Context: an optimization exercise on an open-source flow, tuned for small area and a short achievable clock period. The choices shown serve that exercise and are no tape-out recipe. Where RTL was checked, it was by simulation tests only, not by an equivalence proof against the original. Only the layout flow was run in run 1; the RTL was not checked for function there.

==> flow/design.v (outline; a module is shown in full before it is edited, if it fits) <==
// module residual_block: 1147 lines
// module fa3: 4 lines
// module ha2: 4 lines
// module xor2: 3 lines
module residual_block (
    input clk,
    input rst,
    input start,
    output reg done,
    input  signed [127:0] input_tensor,
    input  [7:0]  conv1_weights_flat,
    input  [7:0]  conv1_bias_flat,
    input  [31:0] conv2_weights_flat,
    input  [7:0]  conv2_bias_flat,
    input  [7:0]  conv3_weights_flat,
    input  [7:0]  conv3_bias_flat,
    input  [7:0]  conv_shortcut_weights_flat,
    input  [7:0]  conv_shortcut_bias_flat,
    output reg signed [71:0] output_tensor
);
  // ...
==> flow/flow/run.sh <==
#!/bin/bash
set -euo pipefail
export BUFFER_PORTS_ARGS="-buffer_cell sky130_fd_sc_hd__buf_1"
export SETUP_SLACK_MARGIN=6.7
export TNS_END_PERCENT=0
bash standard.sh > standard_flow.log 2>&1
==> flow/standard.sh <==
#!/bin/bash
# synth_recipe.tcl (not shown) runs the flow's synth.tcl, then flattens the netlist and writes it again
# the make line also repeats each setting of config.mk as NAME=value (left out here)
make -C /OpenROAD-flow-scripts/flow DESIGN_CONFIG=/design/flow/config.mk WORK_HOME=/design/flow/orfs CLKGATE_MAP_FILE= SYNTH_SCRIPT=/design/flow/synth_recipe.tcl "${@:-finish}"
==> flow/config.mk <==
export PLATFORM = sky130hd
export DESIGN_NAME = residual_block
export DESIGN_NICKNAME = residual_block
export VERILOG_FILES = /design/flow/design.v
export SDC_FILE = /design/flow/constraint.sdc
export NUM_CORES = 4
export LEC_CHECK = 0
export CAP_MARGIN = 20
export CORE_MARGIN = 2
export CORE_UTILIZATION = 65
export CTS_CLUSTER_DIAMETER = 150
export CTS_CLUSTER_SIZE = 24
export SLEW_MARGIN = 20
export SYNTH_HIERARCHICAL = 1
==> flow/constraint.sdc <==
create_clock -name core_clock -period 10.0 [get_ports {clk}]
set_input_delay 2.0000 -clock core_clock [delete_from_list [all_inputs] [get_ports {clk}]]
set_output_delay 2.0000 -clock core_clock [all_outputs]
set_load 0.01 [all_outputs]
==> flow_summary_export.csv, run 1 <==
group,metric,value,unit
clock_network,htreeDepth,1,
timing,whs,0.379,ns
worst_setup_path,endpoint,"T3[11]$_DFF_P_",
route,met3_length,2.49,mm
layout,final_area,20100,um2
placement,pre_cts_ws,6.38,ns
global_route,grt-busiest-layer,"met2",
layout,largest_register_ffs,72,
synthesis,netlist.area_leader.share,22.3,%
synthesis,synth_commonest_cells,"305 x nand2_1, 203 x fa_1, 199 x dfxtp_1, 141 x xor2_1, 102 x inv_1",
worst_setup_path,r2r_cells,9,
outcome,status,"no timing/DRC/antenna violations",
worst_setup_path,critical_path_class,"reg -> reg",
route,first_iter_violations,811,
global_route,met3_usage,3.38,%
timing,max_freq,288,MHz
worst_setup_path,startpoint,"S2[11]$_DFF_P_",
synthesis,ys.flop_type,"dfxtp_1",
synthesis,yosysWarnings,7,
layout,mostFrequentLayoutCells,"305 x nand2_1, 291 x buf_1, 203 x fa_1, 194 x dfxtp_1, 141 x xor2_1",
layout,final_util,72.4,%
synthesis,synth_edf_count,77,
synthesis,netlist_instances,1496,
synthesis,async_reset_ff_share,1.78,%
layout,clk_share,2.06,%
placement,gp_congestion,0.964,
==> inputs of run 2 (changes only) <==
--- a/flow/design.v
+++ b/flow/design.v
@@ -752,394 +752,406 @@
     fa3 u464 (.a(p430), .b(p437), .c(p443), .s(s464), .co(c464));
     wire s465, c465;
     fa3 u465 (.a(p448), .b(c463), .c(s464), .s(s465), .co(c465));
     wire s466, c466;
     fa3 u466 (.a(p431), .b(p438), .c(p444), .s(s466), .co(c466));
     wire s467, c467;
     fa3 u467 (.a(p449), .b(p453), .c(c464), .s(s467), .co(c467));
     wire s468, c468;
-    fa3 u468 (.a(s466), .b(c465), .c(s467), .s(s468), .co(c468));
+    ha2 u468 (.a(s466), .b(c465), .s(s468), .co(c468));
     wire s469, c469;
     fa3 u469 (.a(p432), .b(p439), .c(p445), .s(s469), .co(c469));
     wire s470, c470;
     fa3 u470 (.a(p450), .b(p454), .c(p457), .s(s470), .co(c470));
     wire s471, c471;
     fa3 u471 (.a(c466), .b(s469), .c(s470), .s(s471), .co(c471));
     wire s472, c472;
     ha2 u472 (.a(c467), .b(s471), .s(s472), .co(c472));
     wire s473, c473;
     fa3 u473 (.a(p433), .b(p440), .c(p446), .s(s473), .co(c473));
     wire s474, c474;
     fa3 u474 (.a(p451), .b(p455), .c(p458), .s(s474), .co(c474));
     wire s475, c475;
     fa3 u475 (.a(p460), .b(c469), .c(c470), .s(s475), .co(c475));
-    wire s476, c476;
-    fa3 u476 (.a(s473), .b(s474), .c(c471), .s(s476), .co(c476));
-    wire s477, c477;
-    ha2 u477 (.a(s475), .b(c472), .s(s477), .co(c477));
+    wire s476;
+    xor2 u476 (.a(p434), .b(p441), .y(s476));
+    wire s477;
+    xor2 u477 (.a(p447), .b(p452), .y(s477));
     wire s478;
-    xor2 u478 (.a(p434), .b(p441), .y(s478));
+    xor2 u478 (.a(p456), .b(p459), .y(s478));
     wire s479;
-    xor2 u479 (.a(p447), .b(p452), .y(s479));
+    xor2 u479 (.a(p461), .b(p462), .y(s479));
     wire s480;
-    xor2 u480 (.a(p456), .b(p459), .y(s480));
+    xor2 u480 (.a(s476), .b(s477), .y(s480));
     wire s481;
-    xor2 u481 (.a(p461), .b(p462), .y(s481));
+    xor2 u481 (.a(s478), .b(s479), .y(s481));
     wire s482;
-    xor2 u482 (.a(s478), .b(s479), .y(s482));
+    xor2 u482 (.a(c473), .b(c474), .y(s482));
     wire s483;
     xor2 u483 (.a(s480), .b(s481), .y(s483));
     wire s484;
-    xor2 u484 (.a(c473), .b(c474), .y(s484));
-    wire s485;
-    xor2 u485 (.a(s482), .b(s483), .y(s485));
-    wire s486;
-    xor2 u486 (.a(s484), .b(s485), .y(s486));
-    wire s487;
-    xor2 u487 (.a(c475), .b(s486), .y(s487));
-    wire s488;
-    xor2 u488 (.a(s487), .b(c476), .y(s488));
-    reg [11:0] T3;
-    always @(posedge clk) T3 <= {s488, c477, s477, s476, c468, s472, s468, s465, s463, p435, p428, p427};
+    xor2 u484 (.a(s482), .b(s483), .y(s484));
+    reg [15:0] T3;
+    always @(posedge clk) T3 <= {s484, c475, c472, s475, c471, s474, s473, s472, c468, s468, s467, s465, s463, p435, p428, p427};
     wire [7:0] uadd = (cnt == 4'd1) ? conv3_bias_flat : conv_shortcut_bias_flat;
-    wire p489 = ~(wsr[0] & XS[0]);
-    wire p490 = ~(wsr[0] & XS[1]);
-    wire p491 = ~(wsr[0] & XS[2]);
-    wire p492 = ~(wsr[0] & XS[3]);
-    wire p493 = ~(wsr[0] & XS[4]);
-    wire p494 = ~(wsr[0] & XS[5]);
-    wire p495 = ~(wsr[0] & XS[6]);
-    wire p496 = ~(wsr[0] & XS[7]);
-    wire p497 = ~(wsr[1] & XS[0]);
-    wire p498 = ~(wsr[1] & XS[1]);
-    wire p499 = ~(wsr[1] & XS[2]);
-    wire p500 = ~(wsr[1] & XS[3]);
-    wire p501 = ~(wsr[1] & XS[4]);
-    wire p502 = ~(wsr[1] & XS[5]);
-    wire p503 = ~(wsr[1] & XS[6]);
-    wire p504 = ~(wsr[2] & XS[0]);
-    wire p505 = ~(wsr[2] & XS[1]);
-    wire p506 = ~(wsr[2] & XS[2]);
-    wire p507 = ~(wsr[2] & XS[3]);
-    wire p508 = ~(wsr[2] & XS[4]);
-    wire p509 = ~(wsr[2] & XS[5]);
-    wire p510 = ~(wsr[3] & XS[0]);
-    wire p511 = ~(wsr[3] & XS[1]);
-    wire p512 = ~(wsr[3] & XS[2]);
-    wire p513 = ~(wsr[3] & XS[3]);
-    wire p514 = ~(wsr[3] & XS[4]);
-    wire p515 = ~(wsr[4] & XS[0]);
-    wire p516 = ~(wsr[4] & XS[1]);
-    wire p517 = ~(wsr[4] & XS[2]);
-    wire p518 = ~(wsr[4] & XS[3]);
-    wire p519 = ~(wsr[5] & XS[0]);
-    wire p520 = ~(wsr[5] & XS[1]);
-    wire p521 = ~(wsr[5] & XS[2]);
-    wire p522 = ~(wsr[6] & XS[0]);
-    wire p523 = ~(wsr[6] & XS[1]);
-    wire p524 = ~(wsr[7] & XS[0]);
-    wire n525 = ~uadd[0];
-    wire n526 = ~uadd[1];
-    wire n527 = ~uadd[2];
-    wire n528 = ~uadd[3];
-    wire n529 = ~uadd[4];
-    wire n530 = ~uadd[5];
-    wire n531 = ~uadd[6];
-    wire n532 = ~uadd[7];
+    wire p485 = ~(wsr[0] & XS[0]);
+    wire p486 = ~(wsr[0] & XS[1]);
+    wire p487 = ~(wsr[0] & XS[2]);
+    wire p488 = ~(wsr[0] & XS[3]);
+    wire p489 = ~(wsr[0] & XS[4]);
+    wire p490 = ~(wsr[0] & XS[5]);
+    wire p491 = ~(wsr[0] & XS[6]);
+    wire p492 = ~(wsr[0] & XS[7]);
+    wire p493 = ~(wsr[1] & XS[0]);
+    wire p494 = ~(wsr[1] & XS[1]);
+    wire p495 = ~(wsr[1] & XS[2]);
+    wire p496 = ~(wsr[1] & XS[3]);
+    wire p497 = ~(wsr[1] & XS[4]);
+    wire p498 = ~(wsr[1] & XS[5]);
+    wire p499 = ~(wsr[1] & XS[6]);
+    wire p500 = ~(wsr[2] & XS[0]);
+    wire p501 = ~(wsr[2] & XS[1]);
+    wire p502 = ~(wsr[2] & XS[2]);
+    wire p503 = ~(wsr[2] & XS[3]);
+    wire p504 = ~(wsr[2] & XS[4]);
+    wire p505 = ~(wsr[2] & XS[5]);
+    wire p506 = ~(wsr[3] & XS[0]);
+    wire p507 = ~(wsr[3] & XS[1]);
+    wire p508 = ~(wsr[3] & XS[2]);
+    wire p509 = ~(wsr[3] & XS[3]);
+    wire p510 = ~(wsr[3] & XS[4]);
+    wire p511 = ~(wsr[4] & XS[0]);
+    wire p512 = ~(wsr[4] & XS[1]);
+    wire p513 = ~(wsr[4] & XS[2]);
+    wire p514 = ~(wsr[4] & XS[3]);
+    wire p515 = ~(wsr[5] & XS[0]);
+    wire p516 = ~(wsr[5] & XS[1]);
+    wire p517 = ~(wsr[5] & XS[2]);
+    wire p518 = ~(wsr[6] & XS[0]);
+    wire p519 = ~(wsr[6] & XS[1]);
+    wire p520 = ~(wsr[7] & XS[0]);
+    wire n521 = ~uadd[0];
+    wire n522 = ~uadd[1];
+    wire n523 = ~uadd[2];
+    wire n524 = ~uadd[3];
+    wire n525 = ~uadd[4];
+    wire n526 = ~uadd[5];
+    wire n527 = ~uadd[6];
+    wire n528 = ~uadd[7];
+    wire s529, c529;
+    fa3 u529 (.a(p486), .b(p493), .c(n522), .s(s529), .co(c529));
+    wire s530, c530;
+    fa3 u530 (.a(p487), .b(p494), .c(p500), .s(s530), .co(c530));
+    wire s531, c531;
+    ha2 u531 (.a(s530), .b(n523), .s(s531), .co(c531));
+    wire s532, c532;
+    fa3 u532 (.a(p488), .b(p495), .c(p501), .s(s532), .co(c532));
     wire s533, c533;
-    fa3 u533 (.a(p490), .b(p497), .c(n526), .s(s533), .co(c533));
+    fa3 u533 (.a(p506), .b(c530), .c(s532), .s(s533), .co(c533));
     wire s534, c534;
-    fa3 u534 (.a(p491), .b(p498), .c(p504), .s(s534), .co(c534));
+    fa3 u534 (.a(s533), .b(n524), .c(c531), .s(s534), .co(c534));
     wire s535, c535;
-    ha2 u535 (.a(s534), .b(n527), .s(s535), .co(c535));
+    fa3 u535 (.a(p489), .b(p496), .c(p502), .s(s535), .co(c535));
     wire s536, c536;
-    fa3 u536 (.a(p492), .b(p499), .c(p505), .s(s536), .co(c536));
+    fa3 u536 (.a(p507), .b(p511), .c(c532), .s(s536), .co(c536));
     wire s537, c537;
-    fa3 u537 (.a(p510), .b(c534), .c(s536), .s(s537), .co(c537));
+    fa3 u537 (.a(s535), .b(c533), .c(s536), .s(s537), .co(c537));
     wire s538, c538;
-    fa3 u538 (.a(s537), .b(n528), .c(c535), .s(s538), .co(c538));
+    ha2 u538 (.a(s537), .b(n525), .s(s538), .co(c538));
     wire s539, c539;
-    fa3 u539 (.a(p493), .b(p500), .c(p506), .s(s539), .co(c539));
+    fa3 u539 (.a(p490), .b(p497), .c(p503), .s(s539), .co(c539));
     wire s540, c540;
-    fa3 u540 (.a(p511), .b(p515), .c(c536), .s(s540), .co(c540));
+    fa3 u540 (.a(p508), .b(p512), .c(p515), .s(s540), .co(c540));
     wire s541, c541;
-    fa3 u541 (.a(s539), .b(c537), .c(s540), .s(s541), .co(c541));
+    fa3 u541 (.a(c535), .b(s539), .c(s540), .s(s541), .co(c541));
     wire s542, c542;
-    ha2 u542 (.a(s541), .b(n529), .s(s542), .co(c542));
+    fa3 u542 (.a(c536), .b(s541), .c(c537), .s(s542), .co(c542));
     wire s543, c543;
-    fa3 u543 (.a(p494), .b(p501), .c(p507), .s(s543), .co(c543));
+    fa3 u543 (.a(s542), .b(n526), .c(c538), .s(s543), .co(c543));
     wire s544, c544;
-    fa3 u544 (.a(p512), .b(p516), .c(p519), .s(s544), .co(c544));
+    fa3 u544 (.a(p491), .b(p498), .c(p504), .s(s544), .co(c544));
     wire s545, c545;
-    fa3 u545 (.a(c539), .b(s543), .c(s544), .s(s545), .co(c545));
+    fa3 u545 (.a(p509), .b(p513), .c(p516), .s(s545), .co(c545));
     wire s546, c546;
-    fa3 u546 (.a(c540), .b(s545), .c(c541), .s(s546), .co(c546));
+    fa3 u546 (.a(p518), .b(c539), .c(c540), .s(s546), .co(c546));
     wire s547, c547;
-    fa3 u547 (.a(s546), .b(n530), .c(c542), .s(s547), .co(c547));
+    fa3 u547 (.a(s544), .b(s545), .c(c541), .s(s547), .co(c547));
     wire s548, c548;
-    fa3 u548 (.a(p495), .b(p502), .c(p508), .s(s548), .co(c548));
+    fa3 u548 (.a(s546), .b(s547), .c(c542), .s(s548), .co(c548));
     wire s549, c549;
-    fa3 u549 (.a(p513), .b(p517), .c(p520), .s(s549), .co(c549));
-    wire s550, c550;
-    fa3 u550 (.a(p522), .b(c543), .c(c544), .s(s550), .co(c550));
-    wire s551, c551;
-    fa3 u551 (.a(s548), .b(s549), .c(c545), .s(s551), .co(c551));
-    wire s552, c552;
-    fa3 u552 (.a(s550), .b(s551), .c(c546), .s(s552), .co(c552));
-    wire s553, c553;
-    ha2 u553 (.a(n531), .b(s552), .s(s553), .co(c553));
+    ha2 u549 (.a(n527), .b(s548), .s(s549), .co(c549));
+    wire s550;
+    xor2 u550 (.a(p492), .b(p499), .y(s550));
+    wire s551;
+    xor2 u551 (.a(p505), .b(p510), .y(s551));
+    wire s552;
+    xor2 u552 (.a(p514), .b(p517), .y(s552));
+    wire s553;
+    xor2 u553 (.a(p519), .b(p520), .y(s553));
     wire s554;
-    xor2 u554 (.a(p496), .b(p503), .y(s554));
+    xor2 u554 (.a(s550), .b(s551), .y(s554));
     wire s555;
-    xor2 u555 (.a(p509), .b(p514), .y(s555));
+    xor2 u555 (.a(s552), .b(s553), .y(s555));
     wire s556;
-    xor2 u556 (.a(p518), .b(p521), .y(s556));
+    xor2 u556 (.a(c544), .b(c545), .y(s556));
     wire s557;
-    xor2 u557 (.a(p523), .b(p524), .y(s557));
+    xor2 u557 (.a(s554), .b(s555), .y(s557));
     wire s558;
-    xor2 u558 (.a(s554), .b(s555), .y(s558));
+    xor2 u558 (.a(s556), .b(s557), .y(s558));
     wire s559;
-    xor2 u559 (.a(s556), .b(s557), .y(s559));
+    xor2 u559 (.a(c546), .b(s558), .y(s559));
     wire s560;
-    xor2 u560 (.a(c548), .b(c549), .y(s560));
+    xor2 u560 (.a(s559), .b(c547), .y(s560));
     wire s561;
-    xor2 u561 (.a(s558), .b(s559), .y(s561));
+    xor2 u561 (.a(s560), .b(n528), .y(s561));
     wire s562;
-    xor2 u562 (.a(s560), .b(s561), .y(s562));
-    wire s563;
-    xor2 u563 (.a(c550), .b(s562), .y(s563));
-    wire s564;
-    xor2 u564 (.a(s563), .b(c551), .y(s564));
-    wire s565;
-    xor2 u565 (.a(s564), .b(n532), .y(s565));
-    wire s566;
-    xor2 u566 (.a(c552), .b(s565), .y(s566));
+    xor2 u562 (.a(c548), .b(s561), .y(s562));
     reg [12:0] U3;
-    always @(posedge clk) U3 <= {s566, c553, c547, s553, s547, c538, s542, s538, c533, s535, s533, n525, p489};
-    wire p567 = ~(Zr[0] & swr[0]);
-    wire p568 = ~(Zr[0] & swr[1]);
-    wire p569 = ~(Zr[0] & swr[2]);
-    wire p570 = ~(Zr[0] & swr[3]);
-    wire p571 = ~(Zr[0] & swr[4]);
-    wire p572 = ~(Zr[0] & swr[5]);
-    wire p573 = ~(Zr[0] & swr[6]);
-    wire p574 = ~(Zr[0] & swr[7]);
-    wire p575 = ~(Zr[1] & swr[0]);
-    wire p576 = ~(Zr[1] & swr[1]);
-    wire p577 = ~(Zr[1] & swr[2]);
-    wire p578 = ~(Zr[1] & swr[3]);
-    wire p579 = ~(Zr[1] & swr[4]);
-    wire p580 = ~(Zr[1] & swr[5]);
-    wire p581 = ~(Zr[1] & swr[6]);
-    wire p582 = ~(Zr[2] & swr[0]);
-    wire p583 = ~(Zr[2] & swr[1]);
-    wire p584 = ~(Zr[2] & swr[2]);
-    wire p585 = ~(Zr[2] & swr[3]);
-    wire p586 = ~(Zr[2] & swr[4]);
-    wire p587 = ~(Zr[2] & swr[5]);
-    wire p588 = ~(Zr[3] & swr[0]);
-    wire p589 = ~(Zr[3] & swr[1]);
-    wire p590 = ~(Zr[3] & swr[2]);
-    wire p591 = ~(Zr[3] & swr[3]);
-    wire p592 = ~(Zr[3] & swr[4]);
-    wire p593 = ~(Zr[4] & swr[0]);
-    wire p594 = ~(Zr[4] & swr[1]);
-    wire p595 = ~(Zr[4] & swr[2]);
-    wire p596 = ~(Zr[4] & swr[3]);
-    wire p597 = ~(Zr[5] & swr[0]);
-    wire p598 = ~(Zr[5] & swr[1]);
-    wire p599 = ~(Zr[5] & swr[2]);
-    wire p600 = ~(Zr[6] & swr[0]);
-    wire p601 = ~(Zr[6] & swr[1]);
-    wire p602 = ~(Zr[7] & swr[0]);
+    always @(posedge clk) U3 <= {s562, c549, c543, s549, s543, c534, s538, s534, c529, s531, s529, n521, p485};
+    wire p563 = ~(Zr[0] & swr[0]);
+    wire p564 = ~(Zr[0] & swr[1]);
+    wire p565 = ~(Zr[0] & swr[2]);
+    wire p566 = ~(Zr[0] & swr[3]);
+    wire p567 = ~(Zr[0] & swr[4]);
+    wire p568 = ~(Zr[0] & swr[5]);
+    wire p569 = ~(Zr[0] & swr[6]);
+    wire p570 = ~(Zr[0] & swr[7]);
+    wire p571 = ~(Zr[1] & swr[0]);
+    wire p572 = ~(Zr[1] & swr[1]);
+    wire p573 = ~(Zr[1] & swr[2]);
+    wire p574 = ~(Zr[1] & swr[3]);
+    wire p575 = ~(Zr[1] & swr[4]);
+    wire p576 = ~(Zr[1] & swr[5]);
+    wire p577 = ~(Zr[1] & swr[6]);
+    wire p578 = ~(Zr[2] & swr[0]);
+    wire p579 = ~(Zr[2] & swr[1]);
+    wire p580 = ~(Zr[2] & swr[2]);
+    wire p581 = ~(Zr[2] & swr[3]);
+    wire p582 = ~(Zr[2] & swr[4]);
+    wire p583 = ~(Zr[2] & swr[5]);
+    wire p584 = ~(Zr[3] & swr[0]);
+    wire p585 = ~(Zr[3] & swr[1]);
+    wire p586 = ~(Zr[3] & swr[2]);
+    wire p587 = ~(Zr[3] & swr[3]);
+    wire p588 = ~(Zr[3] & swr[4]);
+    wire p589 = ~(Zr[4] & swr[0]);
+    wire p590 = ~(Zr[4] & swr[1]);
+    wire p591 = ~(Zr[4] & swr[2]);
+    wire p592 = ~(Zr[4] & swr[3]);
+    wire p593 = ~(Zr[5] & swr[0]);
+    wire p594 = ~(Zr[5] & swr[1]);
+    wire p595 = ~(Zr[5] & swr[2]);
+    wire p596 = ~(Zr[6] & swr[0]);
+    wire p597 = ~(Zr[6] & swr[1]);
+    wire p598 = ~(Zr[7] & swr[0]);
+    wire s599, c599;
+    fa3 u599 (.a(U3[0]), .b(U3[1]), .c(p563), .s(s599), .co(c599));
+    wire s600, c600;
+    fa3 u600 (.a(U3[2]), .b(p564), .c(p571), .s(s600), .co(c600));
+    wire s601, c601;
+    fa3 u601 (.a(U3[3]), .b(U3[4]), .c(p565), .s(s601), .co(c601));
+    wire s602, c602;
+    fa3 u602 (.a(p572), .b(p578), .c(c600), .s(s602), .co(c602));
     wire s603, c603;
-    fa3 u603 (.a(U3[0]), .b(U3[1]), .c(p567), .s(s603), .co(c603));
+    fa3 u603 (.a(U3[5]), .b(p566), .c(p573), .s(s603), .co(c603));
     wire s604, c604;
-    fa3 u604 (.a(U3[2]), .b(p568), .c(p575), .s(s604), .co(c604));
+    fa3 u604 (.a(p579), .b(p584), .c(c601), .s(s604), .co(c604));
     wire s605, c605;
-    fa3 u605 (.a(U3[3]), .b(U3[4]), .c(p569), .s(s605), .co(c605));
+    fa3 u605 (.a(s603), .b(c602), .c(s604), .s(s605), .co(c605));
     wire s606, c606;
-    fa3 u606 (.a(p576), .b(p582), .c(c604), .s(s606), .co(c606));
+    fa3 u606 (.a(U3[6]), .b(U3[7]), .c(p567), .s(s606), .co(c606));
     wire s607, c607;
-    fa3 u607 (.a(U3[5]), .b(p570), .c(p577), .s(s607), .co(c607));
+    fa3 u607 (.a(p574), .b(p580), .c(p585), .s(s607), .co(c607));
     wire s608, c608;
-    fa3 u608 (.a(p583), .b(p588), .c(c605), .s(s608), .co(c608));
+    fa3 u608 (.a(p589), .b(c603), .c(s606), .s(s608), .co(c608));
     wire s609, c609;
-    fa3 u609 (.a(s607), .b(c606), .c(s608), .s(s609), .co(c609));
+    fa3 u609 (.a(s607), .b(c604), .c(s608), .s(s609), .co(c609));
     wire s610, c610;
-    fa3 u610 (.a(U3[6]), .b(U3[7]), .c(p571), .s(s610), .co(c610));
+    fa3 u610 (.a(U3[8]), .b(p568), .c(p575), .s(s610), .co(c610));
     wire s611, c611;
-    fa3 u611 (.a(p578), .b(p584), .c(p589), .s(s611), .co(c611));
+    fa3 u611 (.a(p581), .b(p586), .c(p590), .s(s611), .co(c611));
     wire s612, c612;
-    fa3 u612 (.a(p593), .b(c607), .c(s610), .s(s612), .co(c612));
+    fa3 u612 (.a(p593), .b(c606), .c(c607), .s(s612), .co(c612));
     wire s613, c613;
-    fa3 u613 (.a(s611), .b(c608), .c(s612), .s(s613), .co(c613));
+    fa3 u613 (.a(s610), .b(s611), .c(c608), .s(s613), .co(c613));
     wire s614, c614;
-    fa3 u614 (.a(U3[8]), .b(p572), .c(p579), .s(s614), .co(c614));
+    fa3 u614 (.a(s612), .b(c609), .c(s613), .s(s614), .co(c614));
     wire s615, c615;
-    fa3 u615 (.a(p585), .b(p590), .c(p594), .s(s615), .co(c615));
+    fa3 u615 (.a(U3[9]), .b(U3[10]), .c(p569), .s(s615), .co(c615));
     wire s616, c616;
-    fa3 u616 (.a(p597), .b(c610), .c(c611), .s(s616), .co(c616));
+    fa3 u616 (.a(p576), .b(p582), .c(p587), .s(s616), .co(c616));
     wire s617, c617;
-    fa3 u617 (.a(s614), .b(s615), .c(c612), .s(s617), .co(c617));
+    fa3 u617 (.a(p591), .b(p594), .c(p596), .s(s617), .co(c617));
     wire s618, c618;
-    fa3 u618 (.a(s616), .b(c613), .c(s617), .s(s618), .co(c618));
+    fa3 u618 (.a(c610), .b(c611), .c(s615), .s(s618), .co(c618));
     wire s619, c619;
-    fa3 u619 (.a(U3[9]), .b(U3[10]), .c(p573), .s(s619), .co(c619));
+    fa3 u619 (.a(s616), .b(s617), .c(c612), .s(s619), .co(c619));
     wire s620, c620;
-    fa3 u620 (.a(p580), .b(p586), .c(p591), .s(s620), .co(c620));
-    wire s621, c621;
-    fa3 u621 (.a(p595), .b(p598), .c(p600), .s(s621), .co(c621));
-    wire s622, c622;
-    fa3 u622 (.a(c614), .b(c615), .c(s619), .s(s622), .co(c622));
-    wire s623, c623;
-    fa3 u623 (.a(s620), .b(s621), .c(c616), .s(s623), .co(c623));
-    wire s624, c624;
-    fa3 u624 (.a(s622), .b(c617), .c(s623), .s(s624), .co(c624));
+    fa3 u620 (.a(s618), .b(c613), .c(s619), .s(s620), .co(c620));
+    wire s621;
+    xor2 u621 (.a(U3[11]), .b(U3[12]), .y(s621));
+    wire s622;
+    xor2 u622 (.a(p570), .b(p577), .y(s622));
+    wire s623;
+    xor2 u623 (.a(p583), .b(p588), .y(s623));
+    wire s624;
+    xor2 u624 (.a(p592), .b(p595), .y(s624));
     wire s625;
-    xor2 u625 (.a(U3[11]), .b(U3[12]), .y(s625));
+    xor2 u625 (.a(p597), .b(p598), .y(s625));
     wire s626;
-    xor2 u626 (.a(p574), .b(p581), .y(s626));
+    xor2 u626 (.a(s621), .b(s622), .y(s626));
     wire s627;
-    xor2 u627 (.a(p587), .b(p592), .y(s627));
+    xor2 u627 (.a(s623), .b(s624), .y(s627));
     wire s628;
-    xor2 u628 (.a(p596), .b(p599), .y(s628));
+    xor2 u628 (.a(s625), .b(c615), .y(s628));
     wire s629;
-    xor2 u629 (.a(p601), .b(p602), .y(s629));
+    xor2 u629 (.a(c616), .b(c617), .y(s629));
     wire s630;
-    xor2 u630 (.a(s625), .b(s626), .y(s630));
+    xor2 u630 (.a(s626), .b(s627), .y(s630));
     wire s631;
-    xor2 u631 (.a(s627), .b(s628), .y(s631));
+    xor2 u631 (.a(s628), .b(s629), .y(s631));
     wire s632;
-    xor2 u632 (.a(s629), .b(c619), .y(s632));
+    xor2 u632 (.a(s630), .b(s631), .y(s632));
     wire s633;
-    xor2 u633 (.a(c620), .b(c621), .y(s633));
+    xor2 u633 (.a(c618), .b(s632), .y(s633));
     wire s634;
-    xor2 u634 (.a(s630), .b(s631), .y(s634));
-    wire s635;
-    xor2 u635 (.a(s632), .b(s633), .y(s635));
-    wire s636;
-    xor2 u636 (.a(s634), .b(s635), .y(s636));
-    wire s637;
-    xor2 u637 (.a(c622), .b(s636), .y(s637));
-    wire s638;
-    xor2 u638 (.a(c623), .b(s637), .y(s638));
+    xor2 u634 (.a(c619), .b(s633), .y(s634));
     reg [12:0] Cp;
-    always @(posedge clk) if (cnt == 4'd2) Cp <= {c624, s638, s624, c618, s618, s613, c609, s609, s606, s605, s604, c603, s603};
-    wire n639 = ~T3[8];
-    wire n640 = ~T3[10];
-    wire s641;
-    xor2 u641 (.a(T3[11]), .b(Cp[11]), .y(s641));
-    wire s642, c642;
-    ha2 u642 (.a(T3[1]), .b(T3[2]), .s(s642), .co(c642));
-    wire n643 = ~(T3[3] ^ Cp[3]);
-    wire n644 = T3[3] | Cp[3];
-    wire n645 = ~T3[4];
-    wire n646 = ~(T3[5] ^ Cp[6]);
-    wire n647 = T3[5] | Cp[6];
-    wire n648 = ~(T3[6] ^ T3[7]);
-    wire n649 = T3[6] | T3[7];
+    always @(posedge clk) if (cnt == 4'd2) Cp <= {c620, s634, s620, c614, s614, s609, c605, s605, s602, s601, s600, c599, s599};
+    wire n635 = ~(T3[9] ^ T3[10]);
+    wire n636 = T3[9] | T3[10];
+    wire n637 = ~T3[5];
+    wire n638 = ~T3[7];
+    wire s639, c639;
+    fa3 u639 (.a(T3[11]), .b(T3[12]), .c(T3[13]), .s(s639), .co(c639));
+    wire s640, c640;
+    ha2 u640 (.a(Cp[9]), .b(Cp[10]), .s(s640), .co(c640));
+    wire n641 = ~T3[14];
+    wire s642;
+    xor2 u642 (.a(T3[15]), .b(Cp[11]), .y(s642));
+    wire s643;
+    xor2 u643 (.a(Cp[12]), .b(n636), .y(s643));
+    wire s644, c644;
+    ha2 u644 (.a(T3[1]), .b(T3[2]), .s(s644), .co(c644));
+    wire n645 = ~(T3[3] ^ Cp[3]);
+    wire n646 = T3[3] | Cp[3];
+    wire n647 = ~T3[4];
+    wire s648, c648;
+    fa3 u648 (.a(T3[6]), .b(Cp[6]), .c(Cp[7]), .s(s648), .co(c648));
+    wire s649, c649;
+    fa3 u649 (.a(T3[5]), .b(T3[8]), .c(Cp[8]), .s(s649), .co(c649));
     wire s650, c650;
-    fa3 u650 (.a(T3[9]), .b(Cp[9]), .c(Cp[10]), .s(s650), .co(c650));
+    fa3 u650 (.a(T3[7]), .b(n635), .c(s640), .s(s650), .co(c650));
     wire s651;
-    xor2 u651 (.a(T3[8]), .b(Cp[12]), .y(s651));
+    xor2 u651 (.a(n641), .b(c640), .y(s651));
     wire s652;
-    xor2 u652 (.a(n640), .b(s641), .y(s652));
+    xor2 u652 (.a(s642), .b(c639), .y(s652));
     wire n653 = ~T3[0];
     wire s654, c654;
-    fa3 u654 (.a(Cp[1]), .b(Cp[2]), .c(s642), .s(s654), .co(c654));
+    fa3 u654 (.a(Cp[1]), .b(Cp[2]), .c(s644), .s(s654), .co(c654));
     wire s655, c655;
-    fa3 u655 (.a(Cp[4]), .b(c642), .c(n643), .s(s655), .co(c655));
+    fa3 u655 (.a(Cp[4]), .b(c644), .c(n645), .s(s655), .co(c655));
     wire s656, c656;
-    fa3 u656 (.a(Cp[5]), .b(n645), .c(n644), .s(s656), .co(c656));
+    fa3 u656 (.a(Cp[5]), .b(n647), .c(n646), .s(s656), .co(c656));
     wire s657, c657;
-    fa3 u657 (.a(T3[4]), .b(Cp[7]), .c(n646), .s(s657), .co(c657));
+    fa3 u657 (.a(T3[4]), .b(n637), .c(s648), .s(s657), .co(c657));
     wire s658, c658;
-    fa3 u658 (.a(Cp[8]), .b(n647), .c(n648), .s(s658), .co(c658));
+    fa3 u658 (.a(n638), .b(c648), .c(s649), .s(s658), .co(c658));
     wire s659, c659;
-    fa3 u659 (.a(n639), .b(n649), .c(s650), .s(s659), .co(c659));
+    fa3 u659 (.a(c649), .b(s639), .c(s650), .s(s659), .co(c659));
     wire s660;
-    xor2 u660 (.a(s651), .b(c650), .y(s660));
+    xor2 u660 (.a(s651), .b(s643), .y(s660));
     wire s661;
-    xor2 u661 (.a(s652), .b(s660), .y(s661));
-    wire [7:0] T_a = {s661, c658, c657, c656, c655, s655, T3[0], Cp[0]};
+    xor2 u661 (.a(s652), .b(c650), .y(s661));
+    wire s662;
+    xor2 u662 (.a(s660), .b(s661), .y(s662));
+    wire [7:0] T_a = {s662, c658, c657, c656, c655, s655, T3[0], Cp[0]};
     wire [7:0] T_b = {c659, s659, s658, s657, s656, c654, s654, n653};
     wire [7:0] T = ~(T_a + T_b);
-    wire n662 = ~T3[8];
-    wire n663 = ~T3[10];
-    wire s664;
-    xor2 u664 (.a(T3[11]), .b(Cp[11]), .y(s664));
-    wire n665 = ~T3[0];
+    wire n663 = ~T3[9];
+    wire n664 = ~T3[5];
+    wire s665, c665;
+    fa3 u665 (.a(T3[10]), .b(T3[11]), .c(T3[12]), .s(s665), .co(c665));
     wire s666, c666;
-    fa3 u666 (.a(T3[1]), .b(T3[2]), .c(Cp[1]), .s(s666), .co(c666));
-    wire n667 = ~(T3[3] ^ Cp[3]);
-    wire n668 = T3[3] | Cp[3];
-    wire s669, c669;
-    ha2 u669 (.a(Cp[4]), .b(U3[3]), .s(s669), .co(c669));
-    wire n670 = ~(T3[4] ^ Cp[5]);
-    wire n671 = T3[4] | Cp[5];
-    wire n672 = ~(T3[5] ^ Cp[6]);
-    wire n673 = T3[5] | Cp[6];
-    wire s674, c674;
-    ha2 u674 (.a(Cp[7]), .b(U3[6]), .s(s674), .co(c674));
-    wire n675 = ~(T3[6] ^ T3[7]);
-    wire n676 = T3[6] | T3[7];
-    wire s677, c677;
-    ha2 u677 (.a(Cp[8]), .b(U3[8]), .s(s677), .co(c677));
+    ha2 u666 (.a(T3[13]), .b(Cp[9]), .s(s666), .co(c666));
+    wire n667 = ~T3[9];
+    wire s668;
+    xor2 u668 (.a(T3[14]), .b(T3[15]), .y(s668));
+    wire s669;
+    xor2 u669 (.a(Cp[11]), .b(Cp[12]), .y(s669));
+    wire s670;
+    xor2 u670 (.a(U3[11]), .b(U3[12]), .y(s670));
+    wire n671 = ~T3[0];
+    wire s672, c672;
+    fa3 u672 (.a(T3[1]), .b(T3[2]), .c(Cp[1]), .s(s672), .co(c672));
+    wire n673 = ~(T3[3] ^ Cp[3]);
+    wire n674 = T3[3] | Cp[3];
+    wire s675, c675;
+    ha2 u675 (.a(Cp[4]), .b(U3[3]), .s(s675), .co(c675));
+    wire n676 = ~(T3[4] ^ Cp[5]);
+    wire n677 = T3[4] | Cp[5];
     wire s678, c678;
-    fa3 u678 (.a(T3[9]), .b(Cp[9]), .c(Cp[10]), .s(s678), .co(c678));
+    fa3 u678 (.a(T3[6]), .b(Cp[6]), .c(Cp[7]), .s(s678), .co(c678));
     wire s679, c679;
-    fa3 u679 (.a(U3[9]), .b(U3[10]), .c(n662), .s(s679), .co(c679));
-    wire s680;
-    xor2 u680 (.a(T3[8]), .b(Cp[12]), .y(s680));
-    wire s681;
-    xor2 u681 (.a(U3[11]), .b(U3[12]), .y(s681));
-    wire s682;
-    xor2 u682 (.a(n663), .b(s664), .y(s682));
+    ha2 u679 (.a(U3[6]), .b(U3[7]), .s(s679), .co(c679));
+    wire n680 = ~(T3[5] ^ T3[7]);
+    wire n681 = T3[5] | T3[7];
+    wire s682, c682;
+    fa3 u682 (.a(T3[8]), .b(Cp[8]), .c(U3[8]), .s(s682), .co(c682));
     wire s683, c683;
-    ha2 u683 (.a(Cp[0]), .b(U3[0]), .s(s683), .co(c683));
+    fa3 u683 (.a(Cp[10]), .b(U3[9]), .c(U3[10]), .s(s683), .co(c683));
     wire s684, c684;
-    fa3 u684 (.a(T3[0]), .b(Cp[2]), .c(U3[2]), .s(s684), .co(c684));
-    wire s685, c685;
-    fa3 u685 (.a(U3[4]), .b(n667), .c(s669), .s(s685), .co(c685));
-    wire s686, c686;
-    fa3 u686 (.a(U3[5]), .b(n668), .c(c669), .s(s686), .co(c686));
-    wire s687, c687;
-    fa3 u687 (.a(U3[7]), .b(n671), .c(n672), .s(s687), .co(c687));
+    fa3 u684 (.a(n663), .b(s666), .c(s665), .s(s684), .co(c684));
+    wire s685;
+    xor2 u685 (.a(n667), .b(c666), .y(s685));
+    wire s686;
+    xor2 u686 (.a(s668), .b(s669), .y(s686));
+    wire s687;
+    xor2 u687 (.a(s670), .b(c665), .y(s687));
     wire s688, c688;
-    fa3 u688 (.a(n673), .b(c674), .c(n675), .s(s688), .co(c688));
+    ha2 u688 (.a(Cp[0]), .b(U3[0]), .s(s688), .co(c688));
     wire s689, c689;
-    fa3 u689 (.a(n676), .b(c677), .c(s678), .s(s689), .co(c689));
-    wire s690;
-    xor2 u690 (.a(s680), .b(s681), .y(s690));
-    wire s691;
-    xor2 u691 (.a(c678), .b(s682), .y(s691));
+    fa3 u689 (.a(T3[0]), .b(Cp[2]), .c(U3[2]), .s(s689), .co(c689));
+    wire s690, c690;
+    fa3 u690 (.a(U3[4]), .b(n673), .c(s675), .s(s690), .co(c690));
+    wire s691, c691;
+    fa3 u691 (.a(U3[5]), .b(n674), .c(c675), .s(s691), .co(c691));
     wire s692, c692;
-    ha2 u692 (.a(U3[1]), .b(n665), .s(s692), .co(c692));
+    fa3 u692 (.a(n664), .b(n677), .c(s679), .s(s692), .co(c692));
     wire s693, c693;
-    fa3 u693 (.a(c683), .b(s684), .c(s666), .s(s693), .co(c693));
+    fa3 u693 (.a(c679), .b(n680), .c(c678), .s(s693), .co(c693));
     wire s694, c694;
-    fa3 u694 (.a(c684), .b(c666), .c(s685), .s(s694), .co(c694));
-    wire s695, c695;
-    fa3 u695 (.a(n670), .b(s686), .c(c685), .s(s695), .co(c695));
-    wire s696, c696;
-    fa3 u696 (.a(s674), .b(c686), .c(s687), .s(s696), .co(c696));
+    fa3 u694 (.a(n681), .b(c682), .c(s683), .s(s694), .co(c694));
+    wire s695;
+    xor2 u695 (.a(c683), .b(s685), .y(s695));
+    wire s696;
+    xor2 u696 (.a(s686), .b(s687), .y(s696));
     wire s697, c697;
-    fa3 u697 (.a(s677), .b(c687), .c(s688), .s(s697), .co(c697));
+    ha2 u697 (.a(U3[1]), .b(n671), .s(s697), .co(c697));
     wire s698, c698;
-    fa3 u698 (.a(s679), .b(c688), .c(s689), .s(s698), .co(c698));
-    wire s699;
-    xor2 u699 (.a(s690), .b(c679), .y(s699));
-    wire s700;
-    xor2 u700 (.a(s691), .b(c689), .y(s700));
-    wire s701;
-    xor2 u701 (.a(s699), .b(s700), .y(s701));
-    wire [7:0] TU_a = {s701, c697, c696, c695, c694, c693, c692, s683};
-    wire [7:0] TU_b = {c698, s698, s697, s696, s695, s694, s693, s692};
+    fa3 u698 (.a(c688), .b(s689), .c(s672), .s(s698), .co(c698));
+    wire s699, c699;
+    fa3 u699 (.a(c689), .b(c672), .c(s690), .s(s699), .co(c699));
+    wire s700, c700;
+    fa3 u700 (.a(n676), .b(s691), .c(c690), .s(s700), .co(c700));
+    wire s701, c701;
+    fa3 u701 (.a(s678), .b(c691), .c(s692), .s(s701), .co(c701));
+    wire s702, c702;
+    fa3 u702 (.a(s682), .b(c692), .c(s693), .s(s702), .co(c702));
+    wire s703, c703;
+    fa3 u703 (.a(c693), .b(s694), .c(s684), .s(s703), .co(c703));
+    wire s704;
+    xor2 u704 (.a(s695), .b(s696), .y(s704));
+    wire s705;
+    xor2 u705 (.a(c694), .b(c684), .y(s705));
+    wire s706;
+    xor2 u706 (.a(s704), .b(s705), .y(s706));
+    wire [7:0] TU_a = {s706, c702, c701, c700, c699, c698, c697, s688};
+    wire [7:0] TU_b = {c703, s703, s702, s701, s700, s699, s698, s697};
     wire [7:0] TU = ~(TU_a + TU_b);
     wire [7:0] Um1_a = {U3[11], U3[9], U3[8], U3[6], U3[5], U3[3], U3[2], U3[0]};
     wire [7:0] Um1_b = {U3[12], U3[10], 1'b0, U3[7], 1'b0, U3[4], 1'b0, U3[1]};
     wire [7:0] Um1 = ~(Um1_a + Um1_b);
     wire [7:0] O = T[7] ? Um1 : TU;
     reg shift;
     always @(posedge clk) shift <= start & !done & (cnt != 4'd11) & (cnt_inc >= 4'd4);
     always @(posedge clk) output_tensor[71:64] <= O;
==> flow/flow/run.sh (replaced) <==
#!/bin/bash
set -euo pipefail
export BUFFER_PORTS_ARGS="-buffer_cell sky130_fd_sc_hd__buf_1"
export SETUP_SLACK_MARGIN=6.7
export TNS_END_PERCENT=100
bash standard.sh > standard_flow.log 2>&1
==> run 2 against run 1 <==
  * Sequential cell count up 4
  * Clock-buffer cell count down 1
  * Cell count up 1.5%
  * Critical endpoint is now S2[6]$_DFF_P_
==> flow_summary_export.csv, run 2 <==
group,metric,value,unit
global_route,grt-ovfl-total,0,
global_route,grt_max_degree,65,
synthesis,synth_top_family_by_area,"adder cells",
route,wl,45.1,mm
worst_setup_path,cpMaxStageDelayCell,"dfxtp_1",
synthesis,netlist.area_leader.share,22.5,%
route,viasPerCell,5.74,
route,ant_nets,0,
synthesis,ys_seq_area_share,35.3,%
layout,drive_above_1_share,9.87,%
clock_network,cts_sinks,285,
layout,final_common_cell,"nand2_1",
worst_setup_path,critical_path_class,"reg -> reg",
floorplanning,dieArea,29700,um2
clock_network,path_clk_slew,0.10,ns
worst_setup_path,path_cells,"nand2_1 -> fa_1 -> fa_1 -> fa_1 -> fa_1 -> fa_1",
clock_network,tritoncts,"built",
route,drc,0,
synthesis,synth_xor_xnor_area_share,8.31,%
synthesis,ys_types,47,
hold_path,hold_path_class,"reg -> reg",
layout,syn_to_final_growth,10.4,%
synthesis,synth_compound_area_share,3.11,%
worst_setup_path,critical_path.max_fanout,9,
placement,pre_cts_ws,6.37,ns
route,avgRoutedWirePerCell,20.7,um
global_route,grt_pass1_vias,12700,
synthesis,yosysWarnings,7,
worst_setup_path,cpPeakStageDelay,0.63,ns
timing,max_freq,306,MHz
route,first_pass_iters,6,
global_route,grt_pass1_wl,67.4,mm
route,first_iter_violations,856,
timing,finalWorstSetupSlack,6.73,ns
synthesis,syn_area_per_cell,12.1,um2
synthesis,synthMuxAreaShare,13.5,%
floorplanning,initial_core_util,66.2,%
worst_setup_path,reg2reg_slack,6.73,ns
timing,rsz0062_at_grt,"yes",
clock_network,cts-root-buf,"clkbuf_16",
floorplanning,coreArea,27900,um2
layout,largest_register_ffs,72,
timing,finalSetupViolCount,0,
worst_setup_path,path_buf_inv,0,
clock_network,ctsLongestPathBuffers,3,
synthesis,synth_top_area_cell,"fa_1",
timing,post-route-min-period,3.27,ns
worst_setup_path,path_delay_family,"adder cells",
synthesis,netlist_instances,1527,
layout,mostFrequentLayoutCells,"313 x nand2_1, 291 x buf_1, 207 x fa_1, 181 x dfxtp_1, 143 x xor2_1",
timing,fin_crit_sh,32.7,%
floorplanning,fp.dieH,172,um
layout,top_register,"output_tensor",
worst_setup_path,critPathCaptureType,"flip-flop",
synthesis,yosysMostFrequentCell,"nand2_1",
timing,tightest_slew,1.08,ns
synthesis,async_reset_ff_share,1.75,%
synthesis,ys_seq_elements,285,
floorplanning,rows,61,
route,vias,12500,
outcome,status,"no timing/DRC/antenna violations",
clock_network,htreeDepth,1,
worst_setup_path,critPathLaunchType,"flip-flop",
synthesis,synth_area_leaders,"fa_1 22%, dfxtp_1 22%, edfxtp_1 13%",
synthesis,ys.flop_type,"dfxtp_1",
timing,final.setup.tns,0,ns
synthesis,synthAdderAreaFrac,27.0,%
floorplanning,num_io_pins,292,
synthesis,yosys.area_share.simple,9.58,%
timing,hold_violations,0,
global_route,grt_use_total,30.5,%
synthesis,synth_commonest_cells,"313 x nand2_1, 207 x fa_1, 203 x dfxtp_1, 143 x xor2_1, 96 x mux4_2",
synthesis,synth_edf_count,77,
worst_setup_path,worstPathArrival,3.65,ns
timing,drv_slew,0,
clock_network,clock_latency,0.50,ns
timing,slew_headroom,25.7,%
run,maxCapViolations,0,
placement,gp_congestion,0.965,
synthesis,netlist_area,18400,um2
floorplanning,die_w,172,um
placement,place_hpwl,36.4,mm
synthesis,synth.net_count,2020,
layout,nets,2280,
placement,io_buffers,291,
worst_setup_path,crit_required,10.38,ns
global_route,antenna_found_initial,5,
clock_network,cts_hold_buf,0,
clock_network,cts-buffers-inserted,15,
worst_setup_path,critPathMostFrequentCell,"fa_1",
layout,nFillCells,1993,
timing,finClkSkew,0.0192,ns
==> run 2: cell types whose count changed in the layout (fill, tap and decap cells not counted), moves of 7 or more <==
| cell | before | now |
|---|---|---|
| dfxtp_1 | 194 | 181 |
| nor2_1 | 31 | 65 |
| inv_1 | 102 | 92 |
| dfxtp_2 | 4 | 21 |
| nand2_1 | 305 | 313 |
| a211oi_1 | 11 | 4 |
| a221oi_1 | 7 | 0 |
| mux2i_1 | 30 | 23 |
| nor2b_1 | 15 | 8 |
==> run 2: cell families after synthesis <==
logic type / after synthesis
xor gates and xnor gates: 174
muxes: 128
buffers and inverters: 149
adders and majority gates: 274
AOI/OAI and AO/OA: 85
DFF: 285
and+or+nand+nor: 432
==> run 2: per-module statistics from Yosys, one instance, submodules excluded <==
module          flops+latches  cell area [um2]  times used  cells inside
fa3                         0             20.0         189             1
ha2                         0             12.5          13             1
residual_block            285            13300           1          1193
xor2                        0             8.76         132             1
==> run 2: what timing repair did <==
action,4_1_cts,5_1_grt
setup buffers,2,0
endpoints found under the setup margin,9,15
resized for setup,2,27
hold endpoints to repair,0,0
pin swaps,2,2
==> run 2: worst paths after layout <==
kind,from,end,cells after the start
max in group asynchronous,rst,done$_DFFE_PP0P_,2
hold reg to reg,Z1[0]$_DFF_P_,Zr[0]$_DFF_P_,1
setup / recovery,WR2[0]$_DFF_P_,S2[6]$_DFF_P_,6
setup reg to reg,WR2[0]$_DFF_P_,S2[6]$_DFF_P_,6
hold / removal,Z1[0]$_DFF_P_,Zr[0]$_DFF_P_,1
min in group asynchronous,rst,cnt[3]$_DFF_PP0_,2
==> run 2: cell type report <==
type	instances	area [um2]	area share, %
clock inverter	1	5.00	0.0246
clock buffer	22	402	1.97
multi-input combinational	1093	11400	56.1
inverter	95	357	1.75
timing repair buffer	297	1150	5.67
antenna	4	10.0	0.0492
tap	378	473	2.32
sequential	285	6530	32.1
==> run 2: stage by stage <==
stage                     std cells  cell area [um2]  utilization [%]  hold WS, ns
after global placement         2146            19800             71.1        0.371
final                          2175            20400             73.1        0.406
after CTS                      2171            20300             72.7        0.417
after floorplan                1527            18400                -        0.338
after detailed placement       2146            19800             71.1        0.364
after global routing           2175            20400             73.1        0.420
==> run 2: routing by layer <==
layer / vias to the layer above / share of wire [%] / track usage [%]
li1: 5600 / - / -
met1: 6183 / 38 / 37.6
met2: 604 / 51 / 54.4
met3: 104 / 7.0 / 3.98
met4: 2 / 4.1 / 12.6
met5: - / 0.029 / 0
==> inputs of run 3 (changes only) <==
==> flow/flow/run.sh (replaced) <==
#!/bin/bash
set -euo pipefail
export BUFFER_PORTS_ARGS="-buffer_cell sky130_fd_sc_hd__buf_1"
export SETUP_SLACK_MARGIN=6.7
export TNS_END_PERCENT=0
bash standard.sh > standard_flow.log 2>&1
==> run 3 against run 2 <==
  * Still clean
  * Synthesized cell count is the same
  * Hold slack got worse by 0.0030 ns
  * Worst setup slack worse by 0.013 ns
  * Cell area is essentially flat
  * Highest routed layer unchanged
==> flow_summary_export.csv, run 3 <==
group,metric,value,unit
synthesis,netlist.area_leader.share,22.5,%
global_route,grt_pass1_vias,12700,
timing,hold_violations,0,
timing,finalSetupViolCount,0,
clock_network,cts_sinks,285,
route,ant_nets,0,
layout,mostFrequentLayoutCells,"312 x nand2_1, 291 x buf_1, 207 x fa_1, 186 x dfxtp_1, 143 x xor2_1",
worst_setup_path,critPathLaunchType,"flip-flop",
placement,place_hpwl,36.4,mm
layout,syn_to_final_growth,10.5,%
worst_setup_path,crit_required,10.38,ns
synthesis,synth_commonest_cells,"313 x nand2_1, 207 x fa_1, 203 x dfxtp_1, 143 x xor2_1, 96 x mux4_2",
clock_network,htreeDepth,1,
synthesis,ys_seq_area_share,35.3,%
timing,final.setup.tns,0,ns
layout,largest_register_ffs,72,
timing,fin_crit_sh,32.8,%
synthesis,synth_area_leaders,"fa_1 22%, dfxtp_1 22%, edfxtp_1 13%",
timing,drv_slew,0,
timing,finClkSkew,0.0179,ns
worst_setup_path,r2r_cells,6,
synthesis,yosysMostFrequentCell,"nand2_1",
synthesis,netlist_instances,1527,
timing,slew_headroom,28.2,%
synthesis,synth_edf_count,77,
worst_setup_path,path_depth,6,
timing,post-route-min-period,3.28,ns
worst_setup_path,cpPeakStageDelay,0.61,ns
route,avgRoutedWirePerCell,20.7,um
timing,max_freq,305,MHz
synthesis,synth.net_count,2020,
worst_setup_path,path_buf_inv,0,
route,first_pass_iters,6,
global_route,grt_max_degree,65,
worst_setup_path,path_delay_family,"adder cells",
route,vias,12600,
timing,tightest_slew,1.05,ns
outcome,status,"no timing/DRC/antenna violations",
layout,final_common_cell,"nand2_1",
floorplanning,num_io_pins,292,
floorplanning,fp.dieH,172,um
worst_setup_path,critical_path.max_fanout,6,
worst_setup_path,reg2reg_slack,6.72,ns
worst_setup_path,critical_path_class,"reg -> reg",
synthesis,yosysWarnings,7,
synthesis,ys_types,47,
placement,place_area,19800,um2
floorplanning,dieArea,29700,um2
layout,drive_above_1_share,9.75,%
timing,whs,0.403,ns
placement,gp_congestion,0.965,
placement,io_buffers,291,
clock_network,cts-root-buf,"clkbuf_16",
floorplanning,initial_core_util,66.2,%
run,maxCapViolations,0,
clock_network,cts-buffers-inserted,15,
worst_setup_path,critPathCaptureType,"flip-flop",
global_route,grt_pass1_wl,67.4,mm
worst_setup_path,path_cells,"nand2_1 -> fa_1 -> fa_1 -> fa_1 -> fa_1 -> fa_1",
route,viasPerCell,5.77,
layout,final_area,20400,um2
layout,nets,2281,
hold_path,holdPathStages,1,
worst_setup_path,worstPathArrival,3.66,ns
clock_network,clock_latency,0.50,ns
floorplanning,coreArea,27900,um2
synthesis,syn_area_per_cell,12.1,um2
global_route,antenna_found_initial,5,
global_route,grt-ovfl-total,0,
clock_network,path_clk_slew,0.10,ns
layout,top_register,"output_tensor",
worst_setup_path,cpMaxStageDelayCell,"fa_1",
route,drc,0,
worst_setup_path,critPathMostFrequentCell,"fa_1",
timing,rsz0062_at_grt,"yes",
route,wl,45.1,mm
floorplanning,die_w,172,um
clock_network,ctsLongestPathBuffers,3,
synthesis,netlist_area,18400,um2
floorplanning,rows,61,
synthesis,async_reset_ff_share,1.75,%
route,first_iter_violations,876,
synthesis,synth_top_area_cell,"fa_1",
clock_network,tritoncts,"built",
global_route,grt_use_total,30.5,%
hold_path,hold_path_class,"reg -> reg",
synthesis,ys.flop_type,"dfxtp_1",
synthesis,ys_seq_elements,285,
==> run 3: cell counts after synthesis <==
Identical to the previous run, type by type.
==> run 3: final timing paths <==
| check | startpoint | end |
|---|---|---|
| max | WR1[3]$_DFF_P_ | S2[6]$_DFF_P_ |
| max in group asynchronous | rst | cnt[1]$_DFF_PP0_ |
| min reg2reg | Z1[0]$_DFF_P_ | Zr[0]$_DFF_P_ |
| max reg2reg | WR1[3]$_DFF_P_ | S2[6]$_DFF_P_ |
| min in group asynchronous | rst | done$_DFFE_PP0P_ |
| min | Z1[0]$_DFF_P_ | Zr[0]$_DFF_P_ |
==> run 3: modules after synthesis (local to each module, per instance) <==
module | cells inside | flops+latches | cell area, um2 | copies in the design
xor2 | 1 | 0 | 8.76 | 132
residual_block | 1193 | 285 | 13300 | 1
fa3 | 1 | 0 | 20.0 | 189
ha2 | 1 | 0 | 12.5 | 13
==> run 3: timing repair <==
action / in CTS / in global routing
setup buffers: 2 / 1
resized for setup: 2 / 26
hold endpoints to repair: 0 / 0
pin swaps: 1 / 9
hold buffers: 0 / 0
endpoints found under the setup margin: 9 / 15
==> run 3: worst reg2reg max path: stages, from the launching register on <==
cell and delay (ns):
dfxtp_1 0.57, nand2_1 0.13, fa_1 0.50, fa_1 0.47, fa_1 0.61, fa_1 0.45, fa_1 0.43
==> run 3: area by class of cell <==
class	instances	area, um2
diodes	4	10.0
clock buffers	22	402
clock inverters	1	5.00
fillers	1986	7490
inverters	95	357
multi-input cells	1093	11400
flip-flops and latches	285	6530
well taps	378	473
repair buffers	298	1160
==> run 3: per-stage QoR <==
| stage | std cells | setup WS, ns | utilization [%] |
|---|---|---|---|
| after floorplan | 1527 | 6.72 | - |
| final | 2176 | 6.72 | 73.1 |
| after detailed placement | 2146 | 6.37 | 71.1 |
| after global placement | 2146 | 6.41 | 71.1 |
| after CTS | 2171 | 6.67 | 72.7 |
| after global routing | 2176 | 6.67 | 73.1 |
==> run 3: per-layer routing <==
layer	part of all wire [%]	vias up	track usage, %
met4	4.0	2	12.6
met1	38	6211	37.6
met2	51	637	54.4
met5	0.029	-	0
li1	-	5603	-
met3	7.0	103	3.98
==> run 3: cell families after synthesis <==
logic type / after synthesis / synth area share [%]
DFF: 285 / 35.3
and+or+nand+nor: 432 / 9.58
xor gates and xnor gates: 174 / 8.31
buffers and inverters: 149 / 3.18
adders and majority gates: 274 / 27.0
AOI/OAI and AO/OA: 85 / 3.11
muxes: 128 / 13.5
==> inputs of run 4 (changes only) <==
==> flow/flow/run.sh (replaced) <==
#!/bin/bash
set -euo pipefail
export BUFFER_PORTS_ARGS="-buffer_cell sky130_fd_sc_hd__buf_1"
export SETUP_SLACK_MARGIN=6.9
export TNS_END_PERCENT=0
bash standard.sh > standard_flow.log 2>&1
==> run 4 against run 3 <==
  * Still clean on timing, DRC and antenna
  * Routed wire length decreased by 0.15%
  * Via count decreased by 0.34%
  * Critical path depth increased by 1
  * Synthesized cell count stayed put
  * Synthesized area stayed put
  * First-iteration DRC count fell by 9.1%
  * Non-clock buffer count is 2 lower
  * Clock skew rose by 0.0086 ns
  * Register-to-register slack improved by 0.02 ns
  * Cell count is 0.28% lower
  * Largest cell class unchanged
  * Highest routed layer is now met4
==> flow_summary_export.csv, run 4 <==
group,metric,value,unit
floorplanning,fp.dieH,172,um
layout,mostFrequentLayoutCells,"311 x nand2_1, 291 x buf_1, 206 x fa_1, 192 x dfxtp_1, 143 x xor2_1",
layout,top_register,"output_tensor",
floorplanning,initial_core_util,66.2,%
global_route,grt_use_total,30.7,%
synthesis,synth_top_family_by_area,"adder cells",
route,ant_nets,0,
layout,final_common_cell,"nand2_1",
placement,io_buffers,291,
outcome,status,"no timing/DRC/antenna violations",
hold_path,hold_path_class,"reg -> reg",
timing,tightest_slew,1.01,ns
synthesis,synth_commonest_cells,"313 x nand2_1, 207 x fa_1, 203 x dfxtp_1, 143 x xor2_1, 96 x mux4_2",
synthesis,ys_types,47,
timing,finClkSkew,0.0265,ns
layout,multiInputGateArea,11400,um2
synthesis,ys_seq_area_share,35.3,%
synthesis,netlist_area,18400,um2
floorplanning,die_w,172,um
timing,post-route-min-period,3.26,ns
synthesis,synthAdderAreaFrac,27.0,%
layout,drive_above_1_share,9.21,%
global_route,grt_max_degree,65,
timing,slew_headroom,32.4,%
placement,gp_congestion,1.00,
worst_setup_path,crit_required,10.38,ns
floorplanning,num_io_pins,292,
synthesis,synth_compound_area_share,3.11,%
clock_network,clock_latency,0.50,ns
synthesis,yosysWarnings,7,
synthesis,yosys.area_share.simple,9.58,%
route,drc,0,
layout,syn_to_final_growth,10.1,%
route,wl,45.1,mm
worst_setup_path,r2r_cells,7,
synthesis,synth_area_leaders,"fa_1 22%, dfxtp_1 22%, edfxtp_1 13%",
synthesis,netlist.area_leader.share,22.5,%
timing,finalSetupViolCount,0,
synthesis,syn_area_per_cell,12.1,um2
synthesis,ys.flop_type,"dfxtp_1",
timing,whs,0.425,ns
route,avgRoutedWirePerCell,20.8,um
worst_setup_path,r2r-end,"U3[9]$_DFF_P_",
synthesis,synthMuxAreaShare,13.5,%
layout,nFillCells,2008,
layout,largest_register_ffs,72,
floorplanning,coreArea,27900,um2
route,vias,12500,
worst_setup_path,r2r-start,"wsr[0]$_DFF_P_",
worst_setup_path,critical_path_class,"reg -> reg",
clock_network,ctsLongestPathBuffers,3,
timing,hold_violations,0,
timing,max_freq,307,MHz
worst_setup_path,critPathLaunchType,"flip-flop",
placement,pre_cts_ws,6.44,ns
hold_path,min-delay-start,"Z1[0]$_DFF_P_",
global_route,grt_pass1_wl,68.3,mm
layout,regArea,6520,um2
clock_network,tritoncts,"built",
global_route,antenna_found_initial,1,
worst_setup_path,critical_path.max_fanout,8,
synthesis,synth_top_area_cell,"fa_1",
clock_network,cts-buffers-inserted,15,
worst_setup_path,worstPathArrival,3.64,ns
synthesis,synth.net_count,2020,
route,first_iter_violations,796,
clock_network,path_clk_slew,0.09,ns
synthesis,synth_edf_count,77,
route,viasPerCell,5.77,
timing,drv_slew,0,
timing,fin_crit_sh,32.6,%
global_route,grt-ovfl-total,0,
floorplanning,rows,61,
timing,rsz0062_at_grt,"yes",
worst_setup_path,critPathCaptureType,"flip-flop",
synthesis,synth_xor_xnor_area_share,8.31,%
synthesis,async_reset_ff_share,1.75,%
floorplanning,dieArea,29700,um2
clock_network,cts-root-buf,"clkbuf_16",
global_route,grt_pass1_vias,12900,
layout,nets,2279,
run,maxCapViolations,0,
worst_setup_path,reg2reg_slack,6.74,ns
synthesis,netlist_instances,1527,
placement,place_hpwl,36.8,mm
clock_network,htreeDepth,1,
synthesis,ys_seq_elements,285,
hold_path,holdPathStages,1,
timing,final.setup.tns,0,ns
timing,finalWorstSetupSlack,6.74,ns
hold_path,worstHoldEndpoint,"Zr[0]$_DFF_P_",
worst_setup_path,startpoint,"wsr[0]$_DFF_P_",
route,first_pass_iters,7,
synthesis,yosysMostFrequentCell,"nand2_1",
clock_network,cts_sinks,285,
==> run 4: changes by cell type in the layout (fill, tap and decap cells not counted), sizes merged <==
cell / change
diode: -3
clkbuf: -1
buf: -2
==> run 4: logic make-up (layout without fill, tap and decap cells) <==
logic type,count (synthesis),in the layout
AO/OA/AOI/OAI,85,85
XOR/XNOR,174,174
adder cells (fa/ha/maj),274,274
buffers and inverters,149,413
flip-flops,285,285
multiplexers,128,128
other,0,1
AND/OR/NAND/NOR,432,432
==> run 4: modules after synthesis, one instance, submodules excluded <==
module	copies in the design	cells
residual_block	1	1193
fa3	189	1
xor2	132	1
ha2	13	1
==> run 4: critical path, cell delays in order, from the launching register on <==
cell and delay (ns):
dfxtp_1 0.49, nand2_1 0.14, fa_1 0.54, fa_1 0.42, fa_1 0.43, fa_1 0.40, fa_1 0.44, ha_1 0.29
==> run 4: layout make-up <==
class / count / area share [%]
Inverter: 95 / 1.76
Timing Repair Buffer: 296 / 5.60
Clock inverter: 1 / 0.0247
Sequential cell: 285 / 32.1
Clock buffer: 21 / 1.96
Multi-Input combinational cell: 1093 / 56.2
Tap cell: 378 / 2.33
Antenna cell: 1 / 0.0123
==> run 4: per-stage QoR <==
| step | cells | instance area (um2) | util (%) |
|---|---|---|---|
| 6_report | 2170 | 20300 | 72.9 |
| 5_1_grt | 2170 | 20300 | 72.9 |
| 4_1_cts | 2169 | 20300 | 72.8 |
| 3_5_place_dp | 2146 | 19800 | 71.2 |
| 3_3_place_gp | 2145 | 19800 | 71.1 |
| 2_1_floorplan | 1527 | 18500 | - |
==> run 4: worst max-delay path by stage <==
stage / to / cells past startpoint
after floorplan: Z1[9]$_DFF_P_ / 4
after global routing: output_tensor[67]$_DFF_P_ / 12
final: U3[9]$_DFF_P_ / 7
after detailed placement: Z1[9]$_DFF_P_ / 4
after global placement: Z1[4]$_DFF_P_ / 4
after CTS: output_tensor[68]$_DFF_P_ / 9
==> run 4: per-layer routing <==
metal	track usage (%)	share of wire, %	vias up
met4	12.8	4.6	0
met2	55.3	51	598
li1	-	-	5600
met5	0	0	-
met3	4.07	6.3	114
met1	37.4	38	6201
==> run 4: timing repair <==
item	4_1_cts	5_1_grt
buffers inserted	1	0
gates resized for setup	10	3
endpoints found under the hold margin	0	0
pin swaps	2	0
hold buffers	0	0
setup endpoints to repair	22	43

[static timing again, ports no longer ideal]
No port has a modelled driver above. Below, the same layouts with a new extraction and two added sets of constraints. Step 1 assumes that a clkbuf_16 drives the clock port and a buf_2 every other input. Step 2 moves the port delays by t, midway between the first and last clock arrival at a register: inputs arrive t later, outputs are due t later. That takes back most of the time a late clock gives input paths. Three values: no drivers, after step 1, after step 2; two values: the first two.
run | t (ns) | slack for setup (ns) | worst slew at a driven data input, ns | pins driven straight from the clock port
run 1 | 0.535 | 6.530 / 6.530 / 6.368 | 0.14 | 1
run 2 | 0.536 | 6.734 / 6.734 / 6.329 | 0.09 | 1
run 3 | 0.535 | 6.720 / 6.720 / 6.339 | 0.09 | 1
run 4 | 0.539 | 6.740 / 6.740 / 6.427 | 0.11 | 1
After both steps every run listed still meets setup and hold. For run 2, which loses most, drivers alone change the setup slack by 0.000 ns; drivers and shift together by -0.405 ns.
